Source: an optimization exercise on an open RTL-to-GDS flow (aim: small area). Production flows keep margins and buffers that such runs may drop.
The RTL was checked by simulation tests, not by an equivalence proof against the original design.
Power is estimated from default activity; no workload was simulated.

## flow/design.v (module list and top-level ports; edited modules follow where they fit)
// module fc_lane: 111 lines
// module fc_sum: 61 lines
// module conv_dp: 416 lines
// module pp8: 15 lines
// module fa: 3 lines
// module ha: 3 lines
// module npu: 182 lines
module npu (
    input  logic        clk,
    input  logic        rst_ni,
    input  logic        ena,
    input  logic        wea,
    input  logic [15:0] addra,
    input  logic [31:0] dina,
    output logic [31:0] douta
);
  // ...
==> flow/run.sh <==
#!/bin/bash
# synth_recipe.tcl (not shown) runs the flow's synth.tcl, then flattens the netlist and writes it again
# the make line also repeats each setting of config.mk as NAME=value (left out here)
make -C /OpenROAD-flow-scripts/flow DESIGN_CONFIG=/design/flow/config.mk WORK_HOME=/design/flow/orfs CLKGATE_MAP_FILE= SYNTH_SCRIPT=/design/flow/synth_recipe.tcl finish
==> flow/config.mk <==
export PLATFORM = sky130hd
export DESIGN_NAME = npu
export DESIGN_NICKNAME = npu
export VERILOG_FILES = /design/flow/design.v
export SDC_FILE = /design/flow/constraint.sdc
export NUM_CORES = 4
export LEC_CHECK = 0
export CAP_MARGIN = 20
export CORE_MARGIN = 2
export CORE_UTILIZATION = 45
export CTS_BUF_LIST = sky130_fd_sc_hd__clkbuf_16
export CTS_CLUSTER_DIAMETER = 70
export CTS_CLUSTER_SIZE = 30
export PLACE_DENSITY = 0.6
export SLEW_MARGIN = 20
export SYNTH_HIERARCHICAL = 1
==> flow/constraint.sdc <==
create_clock -name core_clock -period 12.0 [get_ports {clk}]
set_input_delay 2.4000 -clock core_clock [delete_from_list [all_inputs] [get_ports {clk}]]
set_output_delay 2.4000 -clock core_clock [all_outputs]
set_load 0.01 [all_outputs]
==> impl_metrics.toml, run 1 <==
[yosys]
yosysTopAreaCellShare_pct = 38.12
yosys_most_used_dff = "dfxtp_1"
synth_compound_area_share_pct = 5.828
synth_edf_count = 177

[cells_and_area]
largestClassByArea = "multi-input gates"
design.seq.count = 377
multi_input_comb_cells = 1855
diodes = 0
top_regs = "acc x72, conv_w x72, img x72"
final_cells = 3301

[drt]
wire_per_inst_um = 24.28
dr_wl_met3_um = 4948
vias = 18500
wl_met2_um = 39130

[global_route]
overflow = 0

[clock_network]
post_cts_buffers = 0
cts_buffers = 26
clkTransAtPathRegs_ns = 0.11
cts.hold.buffers_added = 0

[placement]
detailed_place_hpwl_um = 62990
gp_congestion = 0.9456

[worst_setup_path]
crit_type = "register to register"
critPathTopFamily = "adder cells"

[sta]
worst_slack_ns = 1.220
hold_slack_ns = 0.4553
maxSlewHeadroom_pct = 25.33
setup_viol = 0

[run_status]
outcome = "complete, no violations"

[hold_path]
min_path_type = "register to register"

[power]
power_density_nw_per_um2 = 109.2
power.leakage_nw = 13.21
switchingPower_mw = 1.146
ir_drop_mv = 0.1461

[floorplanning]
die-area_um2 = 68000
==> run 2: changes to the inputs <==
--- a/flow/config.mk
+++ b/flow/config.mk
@@ -9,8 +9,8 @@
 export CORE_MARGIN = 2
 export CORE_UTILIZATION = 45
 export CTS_BUF_LIST = sky130_fd_sc_hd__clkbuf_16
-export CTS_CLUSTER_DIAMETER = 70
-export CTS_CLUSTER_SIZE = 30
+export CTS_CLUSTER_DIAMETER = 120
+export CTS_CLUSTER_SIZE = 28
 export PLACE_DENSITY = 0.6
 export SLEW_MARGIN = 20
 export SYNTH_HIERARCHICAL = 1
==> impl_metrics.toml, run 2 <==
[global_route]
grt_pass1_wl_um = 124200
grt_pass1_vias = 20150
overflow = 0
grt_max_degree = 74
grt_use_total_pct = 24.60
antenna_found_initial = 3

[drt]
vias_per_cell = 5.602
wire_per_inst_um = 24.36
drc_errors = 0
antenna_left = 0
wl_um = 80120
drt-pass1-iter-count = 6
drt-initial-drc-count = 1410
vias = 18430

[worst_setup_path]
arrival_ns = 11.30
crit_buf_inv = 1
end_kind = "register"
slowest_stage = "nor3_4"
path_max_fanout = 21
slowest_delay_ns = 0.76
crit_type = "register to register"
critPathLaunchType = "register"
reg2reg_slack_ns = 1.19
critPathTopFamily = "adder cells"
crit_top_cell = "fa_1"
cp.required_ns = 12.50

[clock_network]
cts.hold.buffers_added = 0
post_cts_buffers = 0
cts_root_buffer = "clkbuf_16"
cts_buffers = 20
clock_path_buffers = 3
htree_levels = 1
clk_latency_ns = 0.60
cts_resized = 0
clock-sinks = 377
cts_tree = "yes"
clkTransAtPathRegs_ns = 0.11

[placement]
dpl_cell_area_um2 = 30700
placed_cells = 3253
port_buffers = 70
gp_congestion = 0.9456
detailed_place_hpwl_um = 62990

[cells_and_area]
area_growth_pct = 5.765
layout_common_cells = "fa_1 (565), nor2_1 (483), dfxtp_1 (200), edfxtp_1 (177), and2_1 (131)"
diodes = 0
top_regs = "acc x72, conv_w x72, img x72"
drive_gt1_share_pct = 6.639
final_common_cell = "fa_1"
finalNetCount = 3088
final_cells = 3289
design_area_um2 = 31380

[sta]
fmax_mhz = 92.54
maxSlewHeadroom_pct = 26.35
tns_ns = 0
drv_slew = 0
tightest_slew_ns = 1.096
fin_worst_skew_ns = 0.04869
setup_viol = 0
period_needed_ns = 10.81
grt_setup_unrepaired = "false"
hold_viol = 0
fin_crit_sh_pct = 90.06

[yosys]
synthCells = 2423
synth_edf_count = 177
ys_seq_area_share_pct = 31.41
yosysTopAreaCellShare_pct = 38.12
synthArstFlopShare_pct = 0
ys_ff_latch = 377
post-synth-top-count-cell = "fa_1"
yosys_most_used_dff = "dfxtp_1"
ys_types = 67
syn_avg_cell_area_um2 = 12.25
synth_area_leaders = "fa_1 (38%), edfxtp_1 (18%), dfxtp_1 (13%)"
synth.cell_area_um2 = 29670
ys_top_cells_by_count = "fa_1 (565), nor2_1 (485), dfxtp_1 (200), edfxtp_1 (177), and2_1 (131)"
synth_warnings = 12
synth_top_area_cell = "fa_1"

[floorplanning]
die-area_um2 = 68000
core_area_um2 = 65510
num_rows = 94
ios = 84
start_util_pct = 45.29
die_x_um = 260.8
die_h_um = 260.8

[run_status]
outcome = "complete, no violations"

[job]
max_cap_viol_count = 0

[power]
power.leakage_nw = 13.07
finalPower_mw = 3.228
power_density_nw_per_um2 = 102.9
ir_drop_mv = 0.1313

[hold_path]
min_path_type = "register to register"
run 2: cell counts after synthesis:
Identical to the previous run, type by type.
run 2: cells by family (layout without fill, tap and decap cells):
family / after synthesis / count (layout) / share of synthesized area (%)
multiplexers: 69 / 69 / 2.526
other: 3 / 30 / 0.03795
AO/OA/AOI/OAI: 242 / 242 / 5.828
XOR/XNOR: 8 / 8 / 0.2615
buffers and inverters: 218 / 193 / 5.018
flip-flops: 377 / 377 / 31.41
adder cells (fa/ha/maj): 625 / 625 / 40.65
AND/OR/NAND/NOR: 881 / 881 / 14.27
run 2: path summary, 6_finish.rpt:
kind | startpoint | to | cells after the start
max | host_next_state | conv_x[19] | 27
min | conv_w[27] | conv_w[35] | 0
max reg2reg | host_next_state | conv_x[19] | 27
min reg2reg | conv_w[27] | conv_w[35] | 0
run 2: area by class of cell:
class | instances | area, um^2
Fill cell | 5845 | 34130
Clock inverter | 16 | 173.9
Inverter | 17 | 63.81
Tap cell | 864 | 1081
Clock buffer | 20 | 500.5
Timing Repair Buffer | 140 | 1234
Multi-Input combinational cell | 1855 | 19010
Sequential cell | 377 | 9319
run 2: where the power goes:
| group | leakage (nW) | internal, mW | switching [mW] |
|---|---|---|---|
| Sequential | 3.27 | 1.43 | 0.100 |
| Combinational | 9.45 | 0.435 | 0.457 |
| Clock | 0.349 | 0.329 | 0.481 |
run 2: worst reg2reg max path: stages (launching register included):
cell and delay (ns):
dfxtp_1 0.44, inv_1 0.08, and3_2 0.40, nor3_4 0.77
nand2_1 0.63, nor2_1 0.29, fa_1 0.46, fa_1 0.39
fa_1 0.51, fa_1 0.42, fa_1 0.42, fa_1 0.44
fa_1 0.42, fa_1 0.41, fa_1 0.43, fa_1 0.45
ha_1 0.22, fa_1 0.39, fa_1 0.41, ha_1 0.22
fa_1 0.41, fa_1 0.41, fa_1 0.40, fa_1 0.38
ha_1 0.19, ha_1 0.19, fa_1 0.38, xnor2_1 0.14
run 2: routing by layer:
metal	vias to the layer above	GRT usage [%]	wire length (um)	share of wire, %
met5	-	0	31	0.039
met3	166	3.836	4649	5.8
met4	4	12.59	4787	6.0
met1	9690	30.83	31150	39
li1	7959	-	-	-
met2	606	41.42	39500	49
run 2: stage by stage:
stage	utilization (%)	hold WS, ns	setup slack [ns]
after CTS	47.90	0.4563	1.206
after global placement	46.87	0.4293	1.271
after global routing	47.90	0.4639	0.9154
after detailed placement	46.87	0.4338	1.161
final	47.90	0.4498	1.193
after floorplan	-	0.4190	2.099
run 2: modules after synthesis (local to each module, per instance):
module / flops+latches / copies in the design / cells
npu: 377 / 1 / 933
pp8: 0 / 8 / 79
fa: 0 / 565 / 1
conv_dp: 0 / 1 / 194
fc_lane: 0 / 3 / 2
ha: 0 / 60 / 1
fc_sum: 0 / 1 / 33
==> run 3: changes to the inputs <==
--- a/flow/config.mk
+++ b/flow/config.mk
@@ -9,8 +9,9 @@
 export CORE_MARGIN = 2
 export CORE_UTILIZATION = 45
 export CTS_BUF_LIST = sky130_fd_sc_hd__clkbuf_16
-export CTS_CLUSTER_DIAMETER = 120
-export CTS_CLUSTER_SIZE = 28
+export CTS_CLUSTER_DIAMETER = 100
+export CTS_CLUSTER_SIZE = 24
+export GPL_TIMING_DRIVEN = 0
 export PLACE_DENSITY = 0.6
 export SLEW_MARGIN = 20
 export SYNTH_HIERARCHICAL = 1
==> impl_metrics.toml, run 3 <==
[clock_network]
htree_levels = 1
clock-sinks = 377
clock_path_buffers = 3
clk_latency_ns = 0.60
post_cts_buffers = 0
cts_resized = 0
clkTransAtPathRegs_ns = 0.11
cts_root_buffer = "clkbuf_16"
cts.hold.buffers_added = 0
cts_tree = "yes"
cts_buffers = 23

[drt]
dr_wl_met3_um = 4579
drc_errors = 0
wire_per_inst_um = 25.38
vias_per_cell = 5.664
drt-pass1-iter-count = 5
wl_met2_um = 44410
wl_um = 86970
top_layer = "met5"
vias = 19410
drt-met1-wl_um = 32690
antenna_left = 0
drt-initial-drc-count = 1588

[cells_and_area]
area_growth_pct = 9.168
final_common_cell = "fa_1"
diodes = 0
top_regs = "acc x72, conv_w x72, img x72"
finalNetCount = 3222
drive_gt1_share_pct = 9.485
layout_common_cells = "fa_1 (565), nor2_1 (485), dfxtp_1 (200), edfxtp_1 (177), and2_1 (131)"

[worst_setup_path]
critPathLaunchType = "register"
critPathLaunch = "state[0]"
arrival_ns = 11.70
path_max_fanout = 10
crit_top_cell = "fa_1"
slowest_stage = "fa_1"
slowest_delay_ns = 0.53
crit_type = "register to register"
worstReg2RegStart = "state[0]"
end_kind = "register"
cp.required_ns = 12.51
crit_buf_inv = 6
critPathTopFamily = "adder cells"

[sta]
tns_ns = 0
grt_setup_unrepaired = "false"
maxSlewHeadroom_pct = 25.66
fmax_mhz = 89.37
fin_worst_skew_ns = 0.03528
drv_slew = 0
setup_viol = 0
hold_viol = 0
period_needed_ns = 11.19
tightest_slew_ns = 1.084
worst_slack_ns = 0.8111
fin_crit_sh_pct = 93.24

[yosys]
synthCells = 2423
yosys_most_used_dff = "dfxtp_1"
ys_seq_area_share_pct = 31.41
yosysTopAreaCellShare_pct = 38.12
synth_area_leaders = "fa_1 (38%), edfxtp_1 (18%), dfxtp_1 (13%)"
synth_top_area_cell = "fa_1"
syn_avg_cell_area_um2 = 12.25
post-synth-top-count-cell = "fa_1"
synthArstFlopShare_pct = 0
ys_ff_latch = 377
synth.cell_area_um2 = 29670
ys_types = 67
ys_top_cells_by_count = "fa_1 (565), nor2_1 (485), dfxtp_1 (200), edfxtp_1 (177), and2_1 (131)"
synth_edf_count = 177
synth_warnings = 12

[placement]
gp_congestion = 0.9456
pre_cts_ws_ns = 0.7694
detailed_place_hpwl_um = 69850
port_buffers = 68

[floorplanning]
start_util_pct = 45.29
die_h_um = 260.8
ios = 84
num_rows = 94
core_area_um2 = 65510
die_x_um = 260.8
die-area_um2 = 68000

[global_route]
grt_use_total_pct = 26.81
grt_max_degree = 47
grt_pass1_vias = 21570
grt_pass1_wl_um = 134100
antenna_found_initial = 6
overflow = 0

[job]
max_cap_viol_count = 0

[power]
power_density_nw_per_um2 = 103.8
power.leakage_nw = 13.62
ir_drop_mv = 0.1316

[hold_path]
hold_start = "w_zero[1]"
min_path_type = "register to register"

[run_status]
outcome = "complete, no violations"
## run 3: cell counts after synthesis
Identical to the previous run, type by type.
## run 3: cells by family (layout without fill, tap and decap cells)
group / count (synthesis) / after routing / share of synthesized area (%)
buffers and inverters: 218 / 330 / 5.018
and+or+nand+nor: 881 / 881 / 14.27
xor gates and xnor gates: 8 / 8 / 0.2615
DFF: 377 / 377 / 31.41
adders and majority gates: 625 / 625 / 40.65
AOI/OAI and AO/OA: 242 / 242 / 5.828
muxes: 69 / 69 / 2.526
other: 3 / 30 / 0.03795
## run 3: where the power goes
part	switching (mW)	total (mW)	internal, mW	leakage (nW)
Clock	0.511	0.921	0.411	0.420
Combinational	0.476	0.917	0.440	9.93
Sequential	0.0974	1.52	1.43	3.27
Total	1.08	3.36	2.28	13.6
## run 3: final cells by class
cell class	count	area (um^2)
fillers	5834	33120
multi-input cells	1855	18980
flip-flops and latches	377	9319
plain buffers	201	1425
well taps	864	1081
repair buffers	70	728.2
clock buffers	24	600.6
clock inverters	18	195.2
inverters	17	63.81
## run 3: metrics by stage
step | hold slack [ns] | area (um^2) | util (%) | total power, mW | cells
after CTS | 0.4572 | 32390 | 49.44 | 3.413 | 3426
after global placement | 0.4302 | 31530 | 48.13 | 2.448 | 3382
after floorplan | 0.4190 | 29770 | - | 2.179 | 2450
after detailed placement | 0.4328 | 31590 | 48.23 | 2.490 | 3384
final | 0.4506 | 32390 | 49.44 | 3.361 | 3426
after global routing | 0.4609 | 32390 | 49.44 | 3.603 | 3426
## run 3: worst paths after layout
path,endpoint,slack [ns],cells past startpoint
max,conv_x[19],0.81,32
min,live01[1],0.45,1
max reg2reg,conv_x[19],0.81,32
min reg2reg,live01[1],0.45,1
## run 3: layer usage
| layer | global-route usage [%] | vias up |
|---|---|---|
| met1 | 32.67 | 10230 |
| met4 | 13.73 | 6 |
| met2 | 46.82 | 733 |
| met3 | 3.312 | 209 |
| li1 | - | 8229 |
| met5 | 0 | - |
## run 3: Yosys stat by module, one instance, submodules excluded
module	flip-flops and latches	area, um^2
pp8	0	385.4
conv_dp	0	1737
fc_lane	0	12.51
ha	0	12.51
fc_sum	0	225.2
fa	0	20.02
npu	377	12530
==> run 4: changes to the inputs <==
--- a/flow/config.mk
+++ b/flow/config.mk
@@ -11,7 +11,6 @@
 export CTS_BUF_LIST = sky130_fd_sc_hd__clkbuf_16
 export CTS_CLUSTER_DIAMETER = 100
 export CTS_CLUSTER_SIZE = 24
-export GPL_TIMING_DRIVEN = 0
 export PLACE_DENSITY = 0.6
 export SLEW_MARGIN = 20
 export SYNTH_HIERARCHICAL = 1
==> impl_metrics.toml, run 4 <==
[worst_setup_path]
worstReg2RegStart = "host_next_state"
cp.required_ns = 12.50
slowest_stage = "nor3_4"
worstReg2RegEnd = "conv_x[19]"
crit_cells = 27
critPathLaunch = "host_next_state"
reg2reg_slack_ns = 1.14
critPathLaunchType = "register"
crit_top_cell = "fa_1"
crit_type = "register to register"
end_kind = "register"
critPathTopFamily = "adder cells"
path_max_fanout = 21
crit_end = "conv_x[19]"
arrival_ns = 11.36
crit_buf_inv = 1
reg2reg_depth = 27
slowest_delay_ns = 0.77

[power]
power_frac_clock_pct = 26.4
switchingPower_mw = 1.052
p_int_mw = 2.233
ir_drop_mv = 0.1199
power.leakage_nw = 13.12
comb_power_share_pct = 27.1
switching_share_pct = 32.02
power_density_nw_per_um2 = 104.5
power_frac_seq_pct = 46.5

[clock_network]
clkTransAtPathRegs_ns = 0.10
htree_levels = 1
cts_tree = "yes"
clock_path_buffers = 3
clk_latency_ns = 0.60
cts_root_buffer = "clkbuf_16"
post_cts_buffers = 0
cts.hold.buffers_added = 0
cts_buffers = 23
cts_resized = 0
clock-sinks = 377

[cells_and_area]
top_regs = "acc x72, conv_w x72, img x72"
final_cells = 3295
layout_common_cells = "fa_1 (565), nor2_1 (483), dfxtp_1 (200), edfxtp_1 (177), and2_1 (131)"
drive_gt1_share_pct = 6.787
finalNetCount = 3091
final_common_cell = "fa_1"
multiInputGateArea_um2 = 19010
diodes = 0
regArea_um2 = 9319
area_growth_pct = 6.005
fillerInstances = 5833

[drt]
vias_per_cell = 5.627
drc_errors = 0
vias = 18540
wire_per_inst_um = 24.39
drt-initial-drc-count = 1518
wl_um = 80380
antenna_left = 0
drt-pass1-iter-count = 6

[placement]
gp_congestion = 0.9456
port_buffers = 70
detailed_place_hpwl_um = 62990
placed_cells = 3253

[yosys]
synth_area_leaders = "fa_1 (38%), edfxtp_1 (18%), dfxtp_1 (13%)"
ys_seq_area_share_pct = 31.41
ys_types = 67
synth_top_area_cell = "fa_1"
ys_ff_latch = 377
ys_top_cells_by_count = "fa_1 (565), nor2_1 (485), dfxtp_1 (200), edfxtp_1 (177), and2_1 (131)"
synth_edf_count = 177
post-synth-top-count-cell = "fa_1"
synthArstFlopShare_pct = 0
yosysTopAreaCellShare_pct = 38.12
synth.cell_area_um2 = 29670
synth_warnings = 12
synthCells = 2423
yosys_most_used_dff = "dfxtp_1"
syn_avg_cell_area_um2 = 12.25

[sta]
tns_ns = 0
fmax_mhz = 92.06
drv_slew = 0
hold_viol = 0
fin_worst_skew_ns = 0.03749
grt_setup_unrepaired = "false"
fin_crit_sh_pct = 90.52
tightest_slew_ns = 1.130
maxSlewHeadroom_pct = 23.84
period_needed_ns = 10.86
setup_viol = 0

[run_status]
outcome = "complete, no violations"

[global_route]
grt_pass1_vias = 20260
grt_max_degree = 74
antenna_found_initial = 4
grt_use_total_pct = 24.62
grt_pass1_wl_um = 124300
overflow = 0

[floorplanning]
die-area_um2 = 68000
die_x_um = 260.8
core_area_um2 = 65510
ios = 84
start_util_pct = 45.29
die_h_um = 260.8
num_rows = 94

[hold_path]
min_path_type = "register to register"

[job]
max_cap_viol_count = 0
-- run 4: changes by cell type in the layout (fill, tap and decap cells not counted), moves of 2 or more --
cell and delta:
buf_4 +64, nor2_1 -2, buf_2 -73, inv_6 +4, buf_6 -73, clkbuf_1 -46
inv_12 -2, buf_1 -2, o21ai_1 -2
-- run 4: area by class of cell --
cell class	count	area share, %
Sequential cell	377	29.63
Inverter	17	0.2029
Multi-Input combinational cell	1855	60.44
Tap cell	864	3.437
Clock buffer	23	1.830
Timing Repair Buffer	140	3.922
Clock inverter	19	0.5410
-- run 4: cell families after synthesis --
kind of cell	share of synthesized area, %
AO/OA/AOI/OAI	5.828
XOR/XNOR	0.2615
adder cells (fa/ha/maj)	40.65
buffers and inverters	5.018
flip-flops	31.41
multiplexers	2.526
other	0.03795
AND/OR/NAND/NOR	14.27
-- run 4: through the flow --
step	hold WS, ns	total power, mW	setup WS (ns)	util (%)	area [um^2]
2_1_floorplan	0.4190	2.179	2.099	-	29770
3_3_place_gp	0.4293	2.427	1.271	46.87	30700
3_5_place_dp	0.4338	2.464	1.161	46.87	30700
4_1_cts	0.4260	3.345	1.227	48.00	31450
5_1_grt	0.4364	3.528	0.9216	48.01	31450
6_report	0.4228	3.285	1.138	48.01	31450
-- run 4: worst min path at each step --
stage | start | endpoint | slack (ns) | cells after the start
after floorplan | w_zero[1] | live01[1] | 0.42 | 1
after global placement | img[1] | img[9] | 0.43 | 0
after detailed placement | conv_w[63] | conv_w[71] | 0.43 | 0
after CTS | conv_w[61] | conv_w[69] | 0.43 | 0
after global routing | conv_w[61] | conv_w[69] | 0.44 | 0
final | conv_w[61] | conv_w[69] | 0.42 | 0
-- run 4: per-module statistics from Yosys (local to each module, per instance) --
module   copies in the design  cells  cell area, um^2
conv_dp                     1    194             1737
npu                         1    933            12530
pp8                         8     79            385.4
ha                         60      1            12.51
fc_lane                     3      2            12.51
fa                        565      1            20.02
fc_sum                      1     33            225.2
-- run 4: metal layers --
layer	track usage, %	vias up	wire length [um]
met4	12.51	4	4850
met5	0	-	31
met2	41.55	654	39540
met3	3.836	187	4841
li1	-	7961	-
met1	30.79	9735	31110
-- run 4: power groups by stage --
stage	Combinational (mW)	Sequential [mW]	Clock (mW)
after global placement	0.870	1.56	0
after floorplan	0.656	1.52	0
final	0.890	1.53	0.869
after global routing	1.05	1.54	0.930
after detailed placement	0.904	1.56	0
after CTS	0.918	1.53	0.897
==> run 5: changes to the inputs <==
--- a/flow/config.mk
+++ b/flow/config.mk
@@ -5,12 +5,12 @@
 export SDC_FILE = /design/flow/constraint.sdc
 export NUM_CORES = 4
 export LEC_CHECK = 0
-export CAP_MARGIN = 20
+export CAP_MARGIN = 0
 export CORE_MARGIN = 2
 export CORE_UTILIZATION = 45
 export CTS_BUF_LIST = sky130_fd_sc_hd__clkbuf_16
 export CTS_CLUSTER_DIAMETER = 100
 export CTS_CLUSTER_SIZE = 24
 export PLACE_DENSITY = 0.6
-export SLEW_MARGIN = 20
+export SLEW_MARGIN = 0
 export SYNTH_HIERARCHICAL = 1
==> impl_metrics.toml, run 5 <==
[run_status]
outcome = "complete, no violations"

[drt]
antenna_left = 0
drt-pass1-iter-count = 5
wire_per_inst_um = 24.36
drc_errors = 0
drt-initial-drc-count = 1480
vias_per_cell = 5.611
vias = 18500
wl_um = 80310

[floorplanning]
core_area_um2 = 65510
start_util_pct = 45.29
die_h_um = 260.8
ios = 84
num_rows = 94
die_x_um = 260.8
die-area_um2 = 68000

[clock_network]
clkTransAtPathRegs_ns = 0.10
clock-sinks = 377
post_cts_buffers = 0
cts_tree = "yes"
cts_buffers = 23
cts_root_buffer = "clkbuf_16"
cts.hold.buffers_added = 0
clock_path_buffers = 3
cts_resized = 0
clk_latency_ns = 0.60
htree_levels = 1

[hold_path]
hold_path_end = "conv_w[69]"
hold_start = "conv_w[61]"
whs_path_depth = 0
min_path_type = "register to register"

[yosys]
synth_area_leaders = "fa_1 (38%), edfxtp_1 (18%), dfxtp_1 (13%)"
synth_edf_count = 177
ys_types = 67
synthCells = 2423
synthArstFlopShare_pct = 0
post-synth-top-count-cell = "fa_1"
ys_top_cells_by_count = "fa_1 (565), nor2_1 (485), dfxtp_1 (200), edfxtp_1 (177), and2_1 (131)"
synth_warnings = 12
ys_ff_latch = 377
ys_seq_area_share_pct = 31.41
synth_top_area_cell = "fa_1"
synth.cell_area_um2 = 29670
syn_avg_cell_area_um2 = 12.25
yosysTopAreaCellShare_pct = 38.12
yosys_most_used_dff = "dfxtp_1"

[sta]
hold_slack_ns = 0.4222
fin_crit_sh_pct = 89.80
maxSlewHeadroom_pct = 23.08
tns_ns = 0
tightest_slew_ns = 1.154
fmax_mhz = 92.80
period_needed_ns = 10.78
setup_viol = 0
drv_slew = 0
hold_viol = 0
fin_worst_skew_ns = 0.03737
grt_setup_unrepaired = "false"
worst_slack_ns = 1.225

[worst_setup_path]
path_max_fanout = 21
critPathLaunchType = "register"
reg2reg_depth = 27
cp.required_ns = 12.50
worstReg2RegStart = "host_next_state"
arrival_ns = 11.27
crit_type = "register to register"
reg2reg_slack_ns = 1.22
end_kind = "register"
worstReg2RegEnd = "conv_x[19]"

[cells_and_area]
finalNetCount = 3091
area_growth_pct = 6.009
post-route-util_pct = 48.01
final_common_cell = "fa_1"
top_regs = "acc x72, conv_w x72, img x72"
layout_common_cells = "fa_1 (565), nor2_1 (483), dfxtp_1 (200), edfxtp_1 (177), and2_1 (131)"
drive_gt1_share_pct = 6.787

[global_route]
grt_max_degree = 74
grt_pass1_wl_um = 124300
overflow = 0
grt_pass1_vias = 20260
grt_use_total_pct = 24.62
antenna_found_initial = 4

[power]
finalPower_mw = 3.287
power.leakage_nw = 13.12
ir_drop_mv = 0.1226
power_density_nw_per_um2 = 104.5

[placement]
gp_congestion = 0.9456
port_buffers = 70
pre_cts_ws_ns = 1.161
detailed_place_hpwl_um = 62990

[job]
max_cap_viol_count = 0
## run 5: Yosys stat by module, one instance, submodules excluded, excerpt
module / times used / flops+latches / cells inside
conv_dp: 1 / 0 / 194
fc_lane: 3 / 0 / 2
npu: 1 / 377 / 933
fc_sum: 1 / 0 / 33
ha: 60 / 0 / 1
pp8: 8 / 0 / 79
## run 5: how the worst max path moves through the flow
stage / from / to / depth (start not counted) / slack [ns]
floorplan: state[0] / conv_x[19] / 32 / 2.10
global placement: host_next_state / conv_x[19] / 27 / 1.27
detailed placement: host_next_state / conv_x[19] / 27 / 1.16
CTS: state[0] / conv_x[19] / 29 / 1.23
global route: host_next_state / conv_x[19] / 27 / 0.92
finish: host_next_state / conv_x[19] / 27 / 1.22
## run 5: cell families (layout without fill, tap and decap cells)
family                     after synthesis  after routing  share of synthesized area, %
other                                    3             32                       0.03795
muxes                                   69             69                         2.526
buffers and inverters                  218            199                         5.018
xor gates and xnor gates                 8              8                        0.2615
adders and majority gates              625            625                         40.65
and+or+nand+nor                        881            881                         14.27
AOI/OAI and AO/OA                      242            242                         5.828
DFF                                    377            377                         31.41
## run 5: layout make-up
class                           instances  area, um^2
Tap cell                              864        1081
Multi-Input combinational cell       1855       19000
Clock buffer                           23       575.6
Fill cell                            5830       34060
Timing Repair Buffer                  140        1234
Inverter                               17       63.81
Antenna cell                            2       5.005
Sequential cell                       377        9319
Clock inverter                         19       170.2
## run 5: critical path, stage by stage, from the launching register on
cell and delay, ns:
dfxtp_1 0.43, inv_1 0.08, and3_2 0.40, nor3_4 0.75, nand2_1 0.59, nor2_1 0.30
fa_1 0.46, fa_1 0.40, fa_1 0.51, fa_1 0.42, fa_1 0.42, fa_1 0.44
fa_1 0.42, fa_1 0.41, fa_1 0.43, fa_1 0.45, ha_1 0.22, fa_1 0.39
fa_1 0.41, ha_1 0.22, fa_1 0.41, fa_1 0.41, fa_1 0.40, fa_1 0.38
ha_1 0.19, ha_1 0.19, fa_1 0.38, xnor2_1 0.14
## run 5: stage by stage
step                std cells  cell area [um^2]
finish                   3297             31450
global route             3295             31450
CTS                      3295             31450
detailed placement       3253             30700
global placement         3253             30700
floorplan                2450             29770
## run 5: power by group
part,internal [mW],switching [mW]
clock network,0.373,0.496
logic,0.435,0.457
registers,1.43,0.101
## run 5: metal layers
metal,global-route usage (%),vias up,share of wire [%]
li1,-,7962,-
met2,41.55,651,49
met5,0,-,0.039
met3,3.836,175,6.2
met4,12.51,4,6.0
met1,30.79,9709,38
==> module npu, before the edit <==
module npu (
    input  logic        clk,
    input  logic        rst_ni,
    input  logic        ena,
    input  logic        wea,
    input  logic [15:0] addra,
    input  logic [31:0] dina,
    output logic [31:0] douta
);
    localparam logic [2:0] S_IDLE      = 3'd0;
    localparam logic [2:0] S_CONV1_LD  = 3'd1;
    localparam logic [2:0] S_CONV1_CAL = 3'd2;
    localparam logic [2:0] S_CONV2_LD  = 3'd3;
    localparam logic [2:0] S_CONV2_CAL = 3'd4;
    localparam logic [2:0] S_FCN       = 3'd5;
    localparam logic [2:0] S_FCN_LAST  = 3'd6;
    localparam logic [2:0] S_DONE      = 3'd7;
    wire       rst = ~rst_ni;
    wire [2:0] sel = addra[14:12];
    wire       wr  = ena & wea;
    wire       rd  = ena & ~wea;
    logic [2:0]  state;
    logic        pe_ready, pack_in_valid, done_reg;
    logic        host_trigger, host_next_state, host_pe_clear;
    logic        host_img_clear, host_conv_w_clear, host_pack_clear;
    logic [71:0] img, conv_w;         
    logic [2:0]  img_zero, w_zero;    
    logic        img_shifted, w_shifted;
    logic [1:0]  live01;
    logic [19:0] conv_x;              
    logic        conv_zero;           
    logic [19:0] result_reg;
    logic [7:0]  pack_reg [0:3];
    logic [1:0]  pack_addr;
    logic [31:0] fcn_in_n;            
    logic [23:0] acc [0:2];
    logic [5:0] ctl, ctl_n;
    assign ctl = {host_pack_clear, host_conv_w_clear, host_img_clear,
                  host_pe_clear, host_next_state, host_trigger};
    always_comb begin
        if (rst)                      ctl_n = 6'd0;
        else if (wr && sel == 3'd4)   ctl_n = dina[5:0];
        else if (ena)                 ctl_n = ctl;
        else                          ctl_n = 6'd0;
    end
    logic [2:0] state_n;
    logic       pe_ready_n;
    always_comb begin
        state_n    = state;
        pe_ready_n = pe_ready;
        case (state)
            S_IDLE:      state_n = S_CONV1_LD;
            S_CONV1_LD:  if (host_next_state) state_n = S_CONV2_LD;
                         else if (host_trigger) begin state_n = S_CONV1_CAL; pe_ready_n = 1'b1; end
            S_CONV1_CAL: state_n = S_CONV1_LD;
            S_CONV2_LD:  if (host_next_state) state_n = S_FCN;
                         else if (host_trigger) begin state_n = S_CONV2_CAL; pe_ready_n = 1'b1; end
            S_CONV2_CAL: state_n = S_CONV2_LD;
            S_FCN:       begin pe_ready_n = host_trigger; if (host_next_state) state_n = S_FCN_LAST; end
            S_FCN_LAST:  begin pe_ready_n = host_trigger; if (host_next_state) state_n = S_DONE; end
            default:     state_n = S_IDLE;
        endcase
        if (rst) begin
            state_n    = S_IDLE;
            pe_ready_n = 1'b0;
        end
    end
    always_ff @(posedge clk) begin
        state    <= state_n;
        pe_ready <= pe_ready_n;
        {host_pack_clear, host_conv_w_clear, host_img_clear,
         host_pe_clear, host_next_state, host_trigger} <= ctl_n;
        if (rst)                          pack_in_valid <= 1'b0;
        else if (state == S_CONV1_LD)     pack_in_valid <= 1'b0;
        else if (state == S_CONV1_CAL)    pack_in_valid <= 1'b1;
        else if (state == S_CONV2_LD)     pack_in_valid <= 1'b0;
        if (rst)                          done_reg <= 1'b0;
        else if (state == S_DONE)         done_reg <= 1'b1;
    end
    wire ld_img = wr && sel == 3'd1 && !ctl_n[3];
    wire ld_w   = wr && sel == 3'd2 && !ctl_n[4];
    always_ff @(posedge clk) begin
        if (ld_img)
            for (int i = 0; i < 3; i++) begin
                img[(i*3+2)*8 +: 8] <= img[(i*3+1)*8 +: 8];
                img[(i*3+1)*8 +: 8] <= img[(i*3)*8 +: 8];
                img[(i*3)*8 +: 8]   <= dina[i*8 +: 8];
            end
        if (ld_w)
            for (int i = 0; i < 3; i++) begin
                conv_w[(i*3+2)*8 +: 8] <= conv_w[(i*3+1)*8 +: 8];
                conv_w[(i*3+1)*8 +: 8] <= conv_w[(i*3)*8 +: 8];
                conv_w[(i*3)*8 +: 8]   <= dina[i*8 +: 8];
            end
        if (rst || ctl_n[3]) img_zero <= 3'b111;
        else if (ld_img)     img_zero <= {img_zero[1:0], 1'b0};
        if (rst || ctl_n[4]) w_zero <= 3'b111;
        else if (ld_w)       w_zero <= {w_zero[1:0], 1'b0};
        img_shifted <= ld_img;
        w_shifted   <= ld_w;
        live01      <= ~(img_zero[1:0] | w_zero[1:0]);
    end
    wire take = (state == S_CONV1_LD || state == S_CONV2_LD) && host_trigger && !host_next_state;
    logic [19:0] dot_r;
    conv_dp u_dot (.di(img), .dw(conv_w), .fi(img_zero), .fw(w_zero), .live(live01),
                   .shi(img_shifted), .shw(w_shifted), .ph2(take), .x(conv_x), .r(dot_r));
    wire [19:0] conv_val = conv_x;
    always_ff @(posedge clk) begin
        conv_x <= dot_r;
        if (take) conv_zero <= ~pe_ready;
        if (rst)
            result_reg <= 20'd0;
        else if (state == S_CONV1_CAL)
            result_reg <= (conv_zero || conv_val[19]) ? 20'd0 : conv_val;
        else if (state == S_CONV2_CAL)
            result_reg <= conv_zero ? 20'd0 : conv_val;
    end
    always_ff @(posedge clk) begin
        if (rst || host_pack_clear) begin
            for (int i = 0; i < 4; i++) pack_reg[i] <= 8'd0;
            pack_addr <= 2'd0;
        end else if (pack_in_valid) begin
            pack_reg[pack_addr] <= result_reg[7:0];
            pack_addr <= pack_addr + 2'd1;
        end
    end
    always_ff @(posedge clk) begin
        if (rst) fcn_in_n <= 32'hffffffff;
        else if (wr && sel == 3'd3) fcn_in_n <= ~dina;
    end
    wire [31:0] fcn_in = ~fcn_in_n;
    wire fc_on   = (state == S_FCN || state == S_FCN_LAST) && pe_ready;
    wire fc_last = (state == S_FCN_LAST);
    logic [7:0] lane_b [0:2];
    assign lane_b[0] = !fc_on ? 8'd0 : fc_last ? fcn_in[23:16] : fcn_in[31:24];
    assign lane_b[1] = !fc_on ? 8'd0 : fcn_in[31:24];
    assign lane_b[2] = (!fc_on || fc_last) ? 8'd0 : fcn_in[31:24];
    logic [23:0] acc_next [0:2];
    genvar g;
    generate
        for (g = 0; g < 3; g++) begin : LANE
            fc_lane u_lane (.acc(acc[g]), .an(fcn_in_n[g*8 +: 8]), .bn(~lane_b[g]),
                            .acc_next(acc_next[g]));
            always_ff @(posedge clk) begin
                if (rst || host_pe_clear) acc[g] <= 24'd0;
                else                      acc[g] <= acc_next[g];
            end
        end
    endgenerate
    logic [7:0] pe_sum_lo;
    logic       pe_sum_neg;
    fc_sum u_sum (.acc0(acc[0]), .acc1(acc[1]), .acc2(acc[2]),
                  .sum_lo(pe_sum_lo), .sum_neg(pe_sum_neg));
    logic [31:0] result_sel;
    always_comb begin
        case (state)
            S_CONV1_LD, S_CONV1_CAL:
                result_sel = {pack_reg[3], pack_reg[2], pack_reg[1], pack_reg[0]};
            S_CONV2_LD, S_CONV2_CAL:
                result_sel = {{12{result_reg[19]}}, result_reg};
            S_FCN:
                result_sel = {8'd0,
                              acc[2][23] ? 8'd0 : acc[2][7:0],
                              acc[1][23] ? 8'd0 : acc[1][7:0],
                              acc[0][23] ? 8'd0 : acc[0][7:0]};
            S_FCN_LAST:
                result_sel = {24'd0, pe_sum_neg ? 8'd0 : pe_sum_lo};
            default:
                result_sel = 32'd0;
        endcase
    end
    always_ff @(posedge clk) begin
        if (rst) douta <= 32'd0;
        else if (rd) begin
            case (sel)
                3'd5:    douta <= {31'd0, done_reg};
                3'd6:    douta <= result_sel;
                default: douta <= 32'd0;
            endcase
        end
    end
endmodule
==> run 6: changes to the inputs <==
--- a/flow/design.v
+++ b/flow/design.v
@@ -709,7 +709,9 @@
         w_shifted   <= ld_w;
         live01      <= ~(img_zero[1:0] | w_zero[1:0]);
     end
-    wire take = (state == S_CONV1_LD || state == S_CONV2_LD) && host_trigger && !host_next_state;
+    logic take;
+    always_ff @(posedge clk)
+        take <= (state_n == S_CONV1_LD || state_n == S_CONV2_LD) && ctl_n[0] && !ctl_n[1];
     logic [19:0] dot_r;
     conv_dp u_dot (.di(img), .dw(conv_w), .fi(img_zero), .fw(w_zero), .live(live01),
                    .shi(img_shifted), .shw(w_shifted), .ph2(take), .x(conv_x), .r(dot_r));
--- a/flow/config.mk
+++ b/flow/config.mk
@@ -5,12 +5,12 @@
 export SDC_FILE = /design/flow/constraint.sdc
 export NUM_CORES = 4
 export LEC_CHECK = 0
-export CAP_MARGIN = 0
+export CAP_MARGIN = 20
 export CORE_MARGIN = 2
 export CORE_UTILIZATION = 45
 export CTS_BUF_LIST = sky130_fd_sc_hd__clkbuf_16
 export CTS_CLUSTER_DIAMETER = 100
 export CTS_CLUSTER_SIZE = 24
 export PLACE_DENSITY = 0.6
-export SLEW_MARGIN = 0
+export SLEW_MARGIN = 20
 export SYNTH_HIERARCHICAL = 1
==> impl_metrics.toml, run 6 <==
[global_route]
overflow = 0
grt_use_total_pct = 24.67
grt_pass1_vias = 20660
grt_max_degree = 74
antenna_found_initial = 2
grt_pass1_wl_um = 125500

[clock_network]
cts_resized = 0
cts_root_buffer = "clkbuf_16"
clk_latency_ns = 0.61
cts.hold.buffers_added = 0
clock-sinks = 378
cts_tree = "yes"
htree_levels = 1
post_cts_buffers = 0
clock_path_buffers = 3
clkTransAtPathRegs_ns = 0.10
cts_buffers = 23

[cells_and_area]
layout_common_cells = "fa_1 (565), nor2_1 (482), dfxtp_1 (200), edfxtp_1 (177), and2_1 (119)"
diodes = 0
drive_gt1_share_pct = 7.161
post-route-util_pct = 48.10
top_regs = "acc x72, conv_w x72, img x72"
final_common_cell = "fa_1"
finalNetCount = 3076
design_area_um2 = 31510
area_growth_pct = 6.078
multiInputGateArea_um2 = 19020
regArea_um2 = 9340
fillerInstances = 5800
final_cells = 3280

[sta]
period_needed_ns = 10.47
setup_viol = 0
fin_worst_skew_ns = 0.04608
hold_viol = 0
fmax_mhz = 95.50
worst_slack_ns = 1.529
maxSlewHeadroom_pct = 28.05
grt_setup_unrepaired = "false"
drv_slew = 0
hold_slack_ns = 0.4515
fin_crit_sh_pct = 87.26
tns_ns = 0
tightest_slew_ns = 1.079

[floorplanning]
ios = 84
core_area_um2 = 65510
start_util_pct = 45.34
num_rows = 94
die_h_um = 260.9
die_x_um = 260.9
die-area_um2 = 68080

[worst_setup_path]
cp.required_ns = 12.54
reg2reg_slack_ns = 1.53
path_max_fanout = 21
crit_cells = 25
crit_top_cell = "fa_1"
critPathLaunchType = "register"
critPathLaunch = "take"
end_kind = "register"
worstReg2RegStart = "take"
critPathTopFamily = "adder cells"
worstReg2RegEnd = "conv_x[19]"
reg2reg_depth = 25
crit_end = "conv_x[19]"
crit_buf_inv = 0
arrival_ns = 11.01
crit_type = "register to register"
slowest_stage = "mux2i_1"
slowest_delay_ns = 0.85

[yosys]
ys_ff_latch = 378
ys_top_cells_by_count = "fa_1 (565), nor2_1 (484), dfxtp_1 (201), edfxtp_1 (177), and2_1 (119)"
synth_warnings = 12
synth.cell_area_um2 = 29700
synthArstFlopShare_pct = 0
synth_top_area_cell = "fa_1"
ys_types = 72
ys_seq_area_share_pct = 31.44
yosys_most_used_dff = "dfxtp_1"
yosysTopAreaCellShare_pct = 38.08
synth_edf_count = 177
synthCells = 2407
syn_avg_cell_area_um2 = 12.34
synth_area_leaders = "fa_1 (38%), edfxtp_1 (18%), dfxtp_1 (14%)"
post-synth-top-count-cell = "fa_1"

[drt]
vias_per_cell = 5.660
drt-pass1-iter-count = 6
antenna_left = 0
drt-initial-drc-count = 1509
wl_um = 80030
wire_per_inst_um = 24.40
drc_errors = 0
vias = 18560

[power]
ir_drop_mv = 0.1458
power_density_nw_per_um2 = 105.1
finalPower_mw = 3.311
power.leakage_nw = 13.11

[placement]
dpl_cell_area_um2 = 30740
pre_cts_ws_ns = 1.516
detailed_place_hpwl_um = 62910
port_buffers = 70
gp_congestion = 0.9243
placed_cells = 3238

[hold_path]
min_path_type = "register to register"

[job]
max_cap_viol_count = 0

[run_status]
outcome = "complete, no violations"
run 6: report_power, final:
| group | switching (mW) | internal [mW] | leakage (nW) |
|---|---|---|---|
| combinational | 0.448 | 0.430 | 9.42 |
| clock | 0.503 | 0.397 | 0.412 |
| sequential | 0.105 | 1.43 | 3.28 |
| total | 1.06 | 2.26 | 13.1 |
run 6: routing by layer:
layer	part of all wire [%]	wire length [um]	GRT usage [%]
met4	4.5	3572	9.397
met5	0.016	13	0
met3	5.6	4450	3.555
met2	51	41080	43.32
met1	39	30910	30.89
run 6: layout make-up:
cell class	instances	share of cell area, %
clock buffer	23	1.827
timing repair buffer	141	3.899
clock inverter	19	0.6195
inverter	17	0.2025
multi-input combinational	1838	60.38
sequential	378	29.64
tap	864	3.431
run 6: cells by family after synthesis:
family	after synthesis	share of synthesized area, %
fa+ha+maj	625	40.61
simple gates	868	14.07
buf+inv	218	5.004
compound gates	236	5.986
xor+xnor	8	0.2612
mux	71	2.591
other cells	3	0.03791
flops	378	31.44
run 6: worst min-delay path by stage:
stage                     slack [ns]  cells past startpoint         end  startpoint
after floorplan                 0.42                      1   live01[1]   w_zero[1]
after global placement          0.43                      0  conv_w[32]  conv_w[24]
after detailed placement        0.43                      0     img[33]     img[25]
after CTS                       0.46                      0     img[71]     img[63]
after global routing            0.46                      0     img[33]     img[25]
final                           0.45                      0  conv_w[38]  conv_w[30]
run 6: modules after synthesis (local to each module, per instance):
module,copies in the design,flops+latches,cell area [um^2],cells
npu,1,378,12560,917
conv_dp,1,0,1737,194
pp8,8,0,385.4,79
fc_sum,1,0,225.2,33
fa,565,0,20.02,1
fc_lane,3,0,12.51,2
ha,60,0,12.51,1
==> run 7: changes to the inputs <==
--- a/flow/config.mk
+++ b/flow/config.mk
@@ -8,9 +8,9 @@
 export CAP_MARGIN = 20
 export CORE_MARGIN = 2
 export CORE_UTILIZATION = 45
-export CTS_BUF_LIST = sky130_fd_sc_hd__clkbuf_16
-export CTS_CLUSTER_DIAMETER = 100
-export CTS_CLUSTER_SIZE = 24
+export CTS_BUF_LIST = sky130_fd_sc_hd__clkbuf_8
+export CTS_CLUSTER_DIAMETER = 80
+export CTS_CLUSTER_SIZE = 16
 export PLACE_DENSITY = 0.6
 export SLEW_MARGIN = 20
 export SYNTH_HIERARCHICAL = 1
==> impl_metrics.toml, run 7 <==
[sta]
fin_crit_sh_pct = 87.10
setup_viol = 0
hold_viol = 0
fin_worst_skew_ns = 0.02945
worst_slack_ns = 1.548
grt_setup_unrepaired = "false"
fmax_mhz = 95.68
tns_ns = 0
maxSlewHeadroom_pct = 28.06
drv_slew = 0
period_needed_ns = 10.45
tightest_slew_ns = 1.079

[yosys]
synth_warnings = 12
ys_top_cells_by_count = "fa_1 (565), nor2_1 (484), dfxtp_1 (201), edfxtp_1 (177), and2_1 (119)"
ys_ff_latch = 378
synth_top_area_cell = "fa_1"
yosys_most_used_dff = "dfxtp_1"
synthCells = 2407
ys_types = 72
synth_area_leaders = "fa_1 (38%), edfxtp_1 (18%), dfxtp_1 (14%)"
synth_edf_count = 177
yosysTopAreaCellShare_pct = 38.08
syn_avg_cell_area_um2 = 12.34
synthArstFlopShare_pct = 0
synth.cell_area_um2 = 29700
ys_seq_area_share_pct = 31.44
post-synth-top-count-cell = "fa_1"

[clock_network]
clock_path_buffers = 3
cts_root_buffer = "clkbuf_8"
clk_latency_ns = 0.70
cts.hold.buffers_added = 0
post_cts_buffers = 0
cts_tree = "yes"
htree_levels = 1
clock-sinks = 378
cts_buffers = 31
cts_resized = 0
clkTransAtPathRegs_ns = 0.11

[worst_setup_path]
crit_type = "register to register"
cp.required_ns = 12.62
arrival_ns = 11.08
critPathLaunch = "take"
path_max_fanout = 21
crit_end = "conv_x[19]"
worstReg2RegStart = "take"
reg2reg_depth = 25
critPathLaunchType = "register"
worstReg2RegEnd = "conv_x[19]"
end_kind = "register"
reg2reg_slack_ns = 1.55

[floorplanning]
die-area_um2 = 68080
core_area_um2 = 65510
ios = 84
start_util_pct = 45.34
die_x_um = 260.9
die_h_um = 260.9
num_rows = 94

[drt]
drc_errors = 0
vias = 18640
drt-initial-drc-count = 1371
wl_um = 80050
wire_per_inst_um = 24.29
drt-pass1-iter-count = 5
vias_per_cell = 5.655
antenna_left = 0

[global_route]
grt_max_degree = 74
grt_pass1_wl_um = 125600
grt_use_total_pct = 24.67
grt_pass1_vias = 20790
antenna_found_initial = 3
overflow = 0

[cells_and_area]
regArea_um2 = 9340
multiInputGateArea_um2 = 19020
drive_gt1_share_pct = 7.528
finalNetCount = 3084
top_regs = "acc x72, conv_w x72, img x72"
layout_common_cells = "fa_1 (565), nor2_1 (482), dfxtp_1 (200), edfxtp_1 (177), and2_1 (119)"
final_common_cell = "fa_1"
area_growth_pct = 5.653
fillerInstances = 5815

[power]
power_density_nw_per_um2 = 101.4
power.leakage_nw = 13.08
ir_drop_mv = 0.1683

[placement]
detailed_place_hpwl_um = 62910
gp_congestion = 0.9243
pre_cts_ws_ns = 1.516
port_buffers = 70

[hold_path]
min_path_type = "register to register"
whs_path_depth = 0

[job]
max_cap_viol_count = 0

[run_status]
outcome = "complete, no violations"
run 7: layout make-up:
type / count / share of cell area [%]
diodes: 1 / 0.007974
repair buffers: 141 / 3.915
well taps: 864 / 3.445
flip-flops and latches: 378 / 29.76
clock inverters: 23 / 0.5542
multi-input cells: 1838 / 60.62
inverters: 17 / 0.2033
clock buffers: 34 / 1.491
run 7: layer usage:
layer  part of all wire, %  wire length [um]  vias to the layer above  GRT usage (%)
met3                   5.8              4657                      166          3.778
met1                    38             30800                     9867          30.64
li1                      -                 -                     7961              -
met2                    51             41070                      642          43.52
met4                   4.4              3505                        2          9.238
met5                 0.016                13                        -              0
run 7: through the flow:
step	hold WS [ns]	total power, mW	util (%)	cells	cell area (um^2)
2_1_floorplan	0.4190	2.172	-	2434	29800
3_3_place_gp	0.4274	2.430	46.92	3238	30740
3_5_place_dp	0.4305	2.455	46.92	3238	30740
4_1_cts	0.4547	3.240	47.90	3295	31380
5_1_grt	0.4651	3.434	47.90	3296	31380
6_report	0.4511	3.184	47.90	3296	31380
run 7: worst max-delay path, stage by stage, from the launching register on:
cell and delay, ns:
dfxtp_2 0.78, nand2b_4 0.38, mux2i_1 0.84, nor2_1 0.15, fa_1 0.43, fa_1 0.53, fa_1 0.54, fa_1 0.43
fa_1 0.46, fa_1 0.42, fa_1 0.43, fa_1 0.39, fa_1 0.39, fa_1 0.44, ha_1 0.22, fa_1 0.41
fa_1 0.40, ha_1 0.21, fa_1 0.38, fa_1 0.39, fa_1 0.38, fa_1 0.37, ha_1 0.20, ha_1 0.19
fa_1 0.38, xnor2_1 0.18
run 7: where the power goes:
group          internal [mW]  leakage [nW]  switching, mW  total (mW)
combinational          0.430          9.42          0.450       0.880
sequential              1.43          3.28          0.105        1.53
clock                  0.296         0.380          0.475       0.770
run 7: Yosys stat by module (local to each module, per instance):
| module | flip-flops and latches | copies in the design |
|---|---|---|
| ha | 0 | 60 |
| fc_lane | 0 | 3 |
| conv_dp | 0 | 1 |
| fa | 0 | 565 |
| npu | 378 | 1 |
| pp8 | 0 | 8 |
| fc_sum | 0 | 1 |
run 7: worst min path at each step:
stage                from    endpoint  slack, ns
2_1_floorplan   w_zero[1]   live01[1]       0.42
3_3_place_gp   conv_w[24]  conv_w[32]       0.43
3_5_place_dp      img[25]     img[33]       0.43
4_1_cts           img[55]     img[63]       0.45
5_1_grt        conv_w[63]  conv_w[71]       0.47
6_report        conv_w[6]  conv_w[14]       0.45
run 7: cells by family after synthesis:
group | share of synthesized area (%)
AO/OA/AOI/OAI | 5.986
XOR/XNOR | 0.2612
other | 0.03791
adder cells (fa/ha/maj) | 40.61
buffers and inverters | 5.004
multiplexers | 2.591
AND/OR/NAND/NOR | 14.07
flip-flops | 31.44
==> run 8: changes to the inputs <==
==> flow/flow/run.sh (new file) <==
#!/bin/bash
# The standard ORFS layout (standard.sh), with different buffering:
#  - each port gets a sky130_fd_sc_hd__buf_1 buffer instead of buffer_ports' default cell;
set -euo pipefail
cp config.mk flow_config.mk
cat >> flow_config.mk <<'CFG'
export BUFFER_PORTS_ARGS = -buffer_cell sky130_fd_sc_hd__buf_1
export REMOVE_ABC_BUFFERS = 1
CFG
sed "s#DESIGN_CONFIG=[^ ]*#DESIGN_CONFIG=$PWD/flow_config.mk#" standard.sh > flow_standard.sh
bash flow_standard.sh > flow_standard.log 2>&1
==> flow/standard.sh (new file) <==
#!/bin/bash
# synth_recipe.tcl (not shown) runs the flow's synth.tcl, then flattens the netlist and writes it again
# the make line also repeats each setting of config.mk as NAME=value (left out here)
make -C /OpenROAD-flow-scripts/flow DESIGN_CONFIG=/design/flow/config.mk WORK_HOME=/design/flow/orfs CLKGATE_MAP_FILE= SYNTH_SCRIPT=/design/flow/synth_recipe.tcl "${@:-finish}"
--- a/flow/config.mk
+++ b/flow/config.mk
@@ -8,9 +8,10 @@
 export CAP_MARGIN = 20
 export CORE_MARGIN = 2
 export CORE_UTILIZATION = 45
-export CTS_BUF_LIST = sky130_fd_sc_hd__clkbuf_8
-export CTS_CLUSTER_DIAMETER = 80
-export CTS_CLUSTER_SIZE = 16
+export CTS_BUF_LIST = sky130_fd_sc_hd__clkbuf_16
+export CTS_CLUSTER_DIAMETER = 100
+export CTS_CLUSTER_SIZE = 24
+export GPL_TIMING_DRIVEN = 0
 export PLACE_DENSITY = 0.6
 export SLEW_MARGIN = 20
 export SYNTH_HIERARCHICAL = 1
removed: flow/run.sh
==> impl_metrics.toml, run 8 <==
[run_status]
outcome = "complete, no violations"

[clock_network]
cts_buffers = 24
cts.hold.buffers_added = 0
cts_tree = "yes"
clock-sinks = 378
clock_path_buffers = 3
cts_resized = 0
post_cts_buffers = 0
cts_root_buffer = "clkbuf_16"
htree_levels = 1
clkTransAtPathRegs_ns = 0.10
clk_latency_ns = 0.61

[sta]
fmax_mhz = 91.50
grt_setup_unrepaired = "false"
fin_worst_skew_ns = 0.04046
hold_viol = 0
tightest_slew_ns = 1.177
fin_crit_sh_pct = 91.07
drv_slew = 0
setup_viol = 0
maxSlewHeadroom_pct = 19.29
tns_ns = 0
period_needed_ns = 10.93

[yosys]
synth_area_leaders = "fa_1 (38%), edfxtp_1 (18%), dfxtp_1 (14%)"
yosys_most_used_dff = "dfxtp_1"
synth_edf_count = 177
post-synth-top-count-cell = "fa_1"
yosysTopAreaCellShare_pct = 38.08
synthCells = 2407
synth.cell_area_um2 = 29700
synth_warnings = 12
synth_top_area_cell = "fa_1"
ys_ff_latch = 378
ys_top_cells_by_count = "fa_1 (565), nor2_1 (484), dfxtp_1 (201), edfxtp_1 (177), and2_1 (119)"
ys_types = 72
synthArstFlopShare_pct = 0
ys_seq_area_share_pct = 31.44
syn_avg_cell_area_um2 = 12.34

[worst_setup_path]
crit_buf_inv = 0
crit_top_cell = "fa_1"
reg2reg_depth = 25
path_max_fanout = 17
worstReg2RegStart = "w_shifted"
arrival_ns = 11.44
slowest_stage = "dfxtp_1"
cp.required_ns = 12.51
crit_type = "register to register"
reg2reg_slack_ns = 1.07
end_kind = "register"
worstReg2RegEnd = "conv_x[19]"
critPathLaunchType = "register"
crit_cells = 25
slowest_delay_ns = 0.95
critPathTopFamily = "adder cells"

[power]
ir_drop_mv = 0.1428
power.leakage_nw = 12.80
finalPower_mw = 3.310
power_density_nw_per_um2 = 106.4

[placement]
port_buffers = 70
detailed_place_hpwl_um = 63930
dpl_cell_area_um2 = 30280
gp_congestion = 0.9738

[hold_path]
hold_start = "conv_w[6]"
whs_path_depth = 0
hold_path_end = "conv_w[14]"
min_path_type = "register to register"

[global_route]
overflow = 0
antenna_found_initial = 2
grt_pass1_vias = 20520
grt_max_degree = 55
grt_pass1_wl_um = 126900
grt_use_total_pct = 25.12

[drt]
wl_um = 81670
drt-pass1-iter-count = 8
drc_errors = 0
vias = 18490
drt-initial-drc-count = 1429
wire_per_inst_um = 25.22
vias_per_cell = 5.711
antenna_left = 0

[floorplanning]
ios = 84
die-area_um2 = 68080
num_rows = 94
die_h_um = 260.9
core_area_um2 = 65510
start_util_pct = 45.34
die_x_um = 260.9

[cells_and_area]
layout_common_cells = "fa_1 (565), nor2_1 (482), dfxtp_1 (199), edfxtp_1 (177), and2_1 (119)"
design_area_um2 = 31110
final_common_cell = "fa_1"
top_regs = "acc x72, conv_w x72, img x72"
area_growth_pct = 4.730
drive_gt1_share_pct = 6.658
finalNetCount = 3034
post-route-util_pct = 47.49

[job]
max_cap_viol_count = 0
==> run 8: changes by cell type in the layout (fill, tap and decap cells not counted), sizes merged <==
cell           before  now
clkinv              4    6
bufinv              1    0
buf                72   97
inv                35   29
clkdlybuf4s50      69    0
clkbuf             34   25
==> run 8: power breakdown <==
part	internal (mW)	total, mW	switching (mW)
Combinational	0.426	0.869	0.442
Clock	0.395	0.909	0.515
Sequential	1.43	1.53	0.104
==> run 8: kinds of logic (layout without fill, tap and decap cells) <==
family                   Yosys count  in the layout  synth area share (%)
buffers and inverters            218            157                 5.004
other                              3             31               0.03791
AO/OA/AOI/OAI                    236            236                 5.986
XOR/XNOR                           8              8                0.2612
adder cells (fa/ha/maj)          625            625                 40.61
AND/OR/NAND/NOR                  868            868                 14.07
flip-flops                       378            378                 31.44
multiplexers                      71             71                 2.591
==> run 8: cell type report <==
cell class / instances / area [um^2]
inverters: 17 / 65.06
well taps: 864 / 1081
flip-flops and latches: 378 / 9344
multi-input cells: 1838 / 19140
diodes: 1 / 2.502
repair buffers: 98 / 663.1
fillers: 5906 / 34400
clock inverters: 18 / 207.7
clock buffers: 24 / 600.6
==> run 8: worst max path at each step <==
| stage | end | slack [ns] | startpoint |
|---|---|---|---|
| floorplan | conv_x[19] | 1.41 | take |
| global placement | conv_x[19] | -1.58 | take |
| detailed placement | conv_x[19] | 0.95 | w_shifted |
| CTS | conv_x[19] | 0.96 | w_shifted |
| global route | conv_x[19] | 0.74 | w_shifted |
| finish | conv_x[19] | 1.07 | w_shifted |
==> run 8: metrics by stage <==
step / hold slack [ns] / cells / setup WS (ns)
6_report: 0.4545 / 3238 / 1.071
2_1_floorplan: 0.4190 / 2233 / 1.407
3_3_place_gp: 0.4272 / 3167 / -1.578
3_5_place_dp: 0.4318 / 3193 / 0.9474
4_1_cts: 0.4558 / 3235 / 0.9601
5_1_grt: 0.4610 / 3237 / 0.7415
==> run 8: worst register-to-register path, delay by kind of cell (launching register included) <==
kind	cells	cell delay (ns)
fa+ha+maj	21	8.07
flops	1	0.95
mux	1	0.94
simple gates	2	0.72
xor+xnor	1	0.13
==> run 8: per-layer routing <==
layer  track usage (%)  vias to the layer above  wire [um]
met4             12.63                        2       4963
met2             43.49                      673      41220
met3             3.331                      200       4723
met1             30.93                     9763      30740
met5                 0                        -         14
li1                  -                     7855          -
==> run 8: per-module statistics from Yosys, one instance, submodules excluded <==
| module | area, um^2 | cells inside | copies in the design | flip-flops and latches |
|---|---|---|---|---|
| pp8 | 385.4 | 79 | 8 | 0 |
| conv_dp | 1737 | 194 | 1 | 0 |
| fa | 20.02 | 1 | 565 | 0 |
| ha | 12.51 | 1 | 60 | 0 |
| fc_sum | 225.2 | 33 | 1 | 0 |
| npu | 12560 | 917 | 1 | 378 |
| fc_lane | 12.51 | 2 | 3 | 0 |
==> run 9: changes to the inputs <==
==> flow/flow/run.sh (replaced) <==
#!/bin/bash
# The standard ORFS layout (standard.sh), with different buffering:
#  - each port gets a sky130_fd_sc_hd__buf_1 buffer instead of buffer_ports' default cell;
#  - the constant-1 inputs of the adder cells share one tie cell per module (no tie fanout repair).
# repair_design, CTS and repair_timing run as in the standard flow.
set -euo pipefail
cp config.mk flow_config.mk
cat >> flow_config.mk <<'CFG'
export BUFFER_PORTS_ARGS = -buffer_cell sky130_fd_sc_hd__buf_1
export REMOVE_ABC_BUFFERS = 1
export SKIP_REPAIR_TIE_FANOUT = 1
CFG
sed "s#DESIGN_CONFIG=[^ ]*#DESIGN_CONFIG=$PWD/flow_config.mk#" standard.sh > flow_standard.sh
bash flow_standard.sh > flow_standard.log 2>&1
--- a/flow/config.mk
+++ b/flow/config.mk
@@ -8,9 +8,9 @@
 export CAP_MARGIN = 20
 export CORE_MARGIN = 2
 export CORE_UTILIZATION = 45
-export CTS_BUF_LIST = sky130_fd_sc_hd__clkbuf_16
-export CTS_CLUSTER_DIAMETER = 100
-export CTS_CLUSTER_SIZE = 24
+export CTS_BUF_LIST = sky130_fd_sc_hd__clkbuf_8
+export CTS_CLUSTER_DIAMETER = 80
+export CTS_CLUSTER_SIZE = 16
 export GPL_TIMING_DRIVEN = 0
 export PLACE_DENSITY = 0.6
 export SLEW_MARGIN = 20
==> impl_metrics.toml, run 9 <==
[worst_setup_path]
path_max_fanout = 17
critPathLaunchType = "register"
reg2reg_depth = 24
arrival_ns = 11.46
reg2reg_slack_ns = 1.09
crit_type = "register to register"
cp.required_ns = 12.55
end_kind = "register"

[clock_network]
cts.hold.buffers_added = 0
cts_tree = "yes"
cts_buffers = 34
clkTransAtPathRegs_ns = 0.11
clock-sinks = 378
cts_resized = 0
cts_root_buffer = "clkbuf_8"
post_cts_buffers = 0
clk_latency_ns = 0.65
htree_levels = 2
clock_path_buffers = 3

[cells_and_area]
fillerInstances = 5876
final_common_cell = "fa_1"
finalNetCount = 3015
top_regs = "acc x72, conv_w x72, img x72"
multiInputGateArea_um2 = 19030
drive_gt1_share_pct = 7.070
regArea_um2 = 9344
area_growth_pct = 3.854
layout_common_cells = "fa_1 (565), nor2_1 (482), dfxtp_1 (199), edfxtp_1 (177), and2_1 (119)"

[global_route]
overflow = 0
antenna_found_initial = 8
grt_pass1_wl_um = 126000
grt_pass1_vias = 20370
grt_use_total_pct = 25.16
grt_max_degree = 56

[hold_path]
min_path_type = "register to register"
whs_path_depth = 0

[sta]
fin_worst_skew_ns = 0.04749
grt_setup_unrepaired = "false"
fin_crit_sh_pct = 90.95
fmax_mhz = 91.62
drv_slew = 0
worst_slack_ns = 1.086
tightest_slew_ns = 1.232
period_needed_ns = 10.91
hold_viol = 0
maxSlewHeadroom_pct = 15.52
setup_viol = 0
hold_slack_ns = 0.4524

[drt]
antenna_left = 0
drt-initial-drc-count = 1744
drt-pass1-iter-count = 5
vias_per_cell = 5.774
vias = 18650
wl_um = 82150
wire_per_inst_um = 25.43
drc_errors = 0

[yosys]
ys_seq_area_share_pct = 31.44
ys_top_cells_by_count = "fa_1 (565), nor2_1 (484), dfxtp_1 (201), edfxtp_1 (177), and2_1 (119)"
synthCells = 2407
synth_top_area_cell = "fa_1"
synth.cell_area_um2 = 29700
synth_area_leaders = "fa_1 (38%), edfxtp_1 (18%), dfxtp_1 (14%)"
ys_types = 72
synth_warnings = 12
ys_ff_latch = 378
synth_edf_count = 177
yosysTopAreaCellShare_pct = 38.08
synthArstFlopShare_pct = 0
post-synth-top-count-cell = "fa_1"
syn_avg_cell_area_um2 = 12.34
yosys_most_used_dff = "dfxtp_1"

[power]
power_frac_clock_pct = 25.0
power_density_nw_per_um2 = 104.2
ir_drop_mv = 0.1138
p_int_mw = 2.161
switchingPower_mw = 1.054
power_frac_seq_pct = 47.6
power.leakage_nw = 12.68
switching_share_pct = 32.78
comb_power_share_pct = 27.5

[placement]
pre_cts_ws_ns = 0.9152
detailed_place_hpwl_um = 63830
port_buffers = 70
gp_congestion = 0.9263

[floorplanning]
start_util_pct = 45.34
die-area_um2 = 68080
ios = 84
core_area_um2 = 65510
num_rows = 94
die_h_um = 260.9
die_x_um = 260.9

[run_status]
outcome = "complete, no violations"

[job]
max_cap_viol_count = 0
run 9: final timing paths:
kind / endpoint / from
min: conv_w[35] / conv_w[27]
max: conv_x[19] / w_shifted
max reg2reg: conv_x[19] / w_shifted
min reg2reg: conv_w[35] / conv_w[27]
run 9: per-layer routing:
layer	routed length, um	vias to the layer above	GRT usage, %
met3	5321	220	4.351
met2	41720	717	43.68
met4	4685	8	12.51
met1	30370	9846	30.27
li1	-	7858	-
met5	50	-	0
run 9: critical path, stage by stage, from the launching register on:
cell and delay [ns]:
dfxtp_1 0.98, nand2b_4 0.54, mux2i_1 1.04, nor2_1 0.16, fa_1 0.55, fa_1 0.53
fa_1 0.46, fa_1 0.64, fa_1 0.46, fa_1 0.47, fa_1 0.43, fa_1 0.40
fa_1 0.45, ha_1 0.22, fa_1 0.41, fa_1 0.39, ha_1 0.21, fa_1 0.39
fa_1 0.39, fa_1 0.39, fa_1 0.37, ha_1 0.20, ha_1 0.20, fa_1 0.38
xnor2_1 0.14
run 9: logic make-up (layout without fill, tap and decap cells):
kind of cell,after synthesis,count (layout),share of synthesized area [%]
other,3,7,0.03791
buffers and inverters,218,173,5.004
XOR/XNOR,8,8,0.2612
flip-flops,378,378,31.44
AND/OR/NAND/NOR,868,868,14.07
adder cells (fa/ha/maj),625,625,40.61
multiplexers,71,71,2.591
AO/OA/AOI/OAI,236,236,5.986
run 9: power groups by stage:
| stage | combinational [mW] | sequential (mW) | clock [mW] |
|---|---|---|---|
| after floorplan | 0.633 | 1.53 | 0 |
| after global placement | 0.853 | 1.56 | 0 |
| after detailed placement | 0.882 | 1.56 | 0 |
| after CTS | 0.902 | 1.53 | 0.829 |
| after global routing | 1.03 | 1.55 | 0.871 |
| final | 0.883 | 1.53 | 0.803 |
run 9: Yosys stat by module (local to each module, per instance):
| module | flip-flops and latches | cells |
|---|---|---|
| ha | 0 | 1 |
| fa | 0 | 1 |
| fc_lane | 0 | 2 |
| conv_dp | 0 | 194 |
| pp8 | 0 | 79 |
| fc_sum | 0 | 33 |
| npu | 378 | 917 |
run 9: final cells by class:
cell class,instances,share of cell area [%]
timing repair buffer,96,2.060
multi-input combinational,1811,61.70
sequential,378,30.29
tap,864,3.504
inverter,17,0.2109
clock buffer,37,1.651
antenna,4,0.03245
clock inverter,23,0.5476
run 9: stage by stage:
step / instance area (um^2) / util [%] / cells / setup TNS (ns) / total power, mW
after floorplan: 28280 / - / 2206 / 0 / 2.162
after global placement: 29620 / 45.22 / 3140 / -4.896 / 2.414
after detailed placement: 30140 / 46.00 / 3165 / 0 / 2.444
after CTS: 30810 / 47.04 / 3225 / 0 / 3.264
after global routing: 30850 / 47.09 / 3229 / 0 / 3.449
final: 30850 / 47.09 / 3230 / 0 / 3.215

## static timing again, ports no longer ideal
The results above use ideal ports. As a check the final layouts listed here were re-extracted and re-timed, cells and wires unchanged. Step 1: set_driving_cell puts a clkbuf_16 on clk and a buf_2 on each other input, an assumption about the parent block. Step 2 moves the port delays by t, midway between the first and last clock arrival at a register: inputs arrive t later, outputs are due t later. That takes back most of the time a late clock gives input paths. Slacks: ideal ports / drivers / drivers and shift; pairs: ideal ports / drivers.
run	shift t [ns]	slack for setup (ns)	hold slack, ns	worst register clock-pin slew, ns	worst slew at a driven data input, ns
run 1	0.678	1.220 / 1.220 / 1.220	0.455 / 0.455 / 0.455	0.11 / 0.11	0.07
run 2	0.643	1.193 / 1.193 / 1.193	0.450 / 0.450 / 0.450	0.12 / 0.12	0.07
run 3	0.649	0.811 / 0.811 / 0.811	0.451 / 0.451 / 0.451	0.11 / 0.11	0.09
run 4	0.641	1.138 / 1.138 / 1.138	0.423 / 0.423 / 0.423	0.10 / 0.10	0.07
run 5	0.641	1.224 / 1.224 / 1.224	0.422 / 0.422 / 0.422	0.10 / 0.10	0.07
run 6	0.658	1.529 / 1.529 / 1.529	0.451 / 0.451 / 0.451	0.11 / 0.11	0.09
run 7	0.747	1.548 / 1.548 / 1.548	0.451 / 0.451 / 0.451	0.11 / 0.11	0.09
run 8	0.661	1.071 / 1.071 / 1.071	0.455 / 0.455 / 0.455	0.10 / 0.10	0.10
run 9	0.687	1.086 / 1.086 / 1.086	0.452 / 0.452 / 0.452	0.12 / 0.12	0.14
After both steps setup and hold are still met in every run listed.
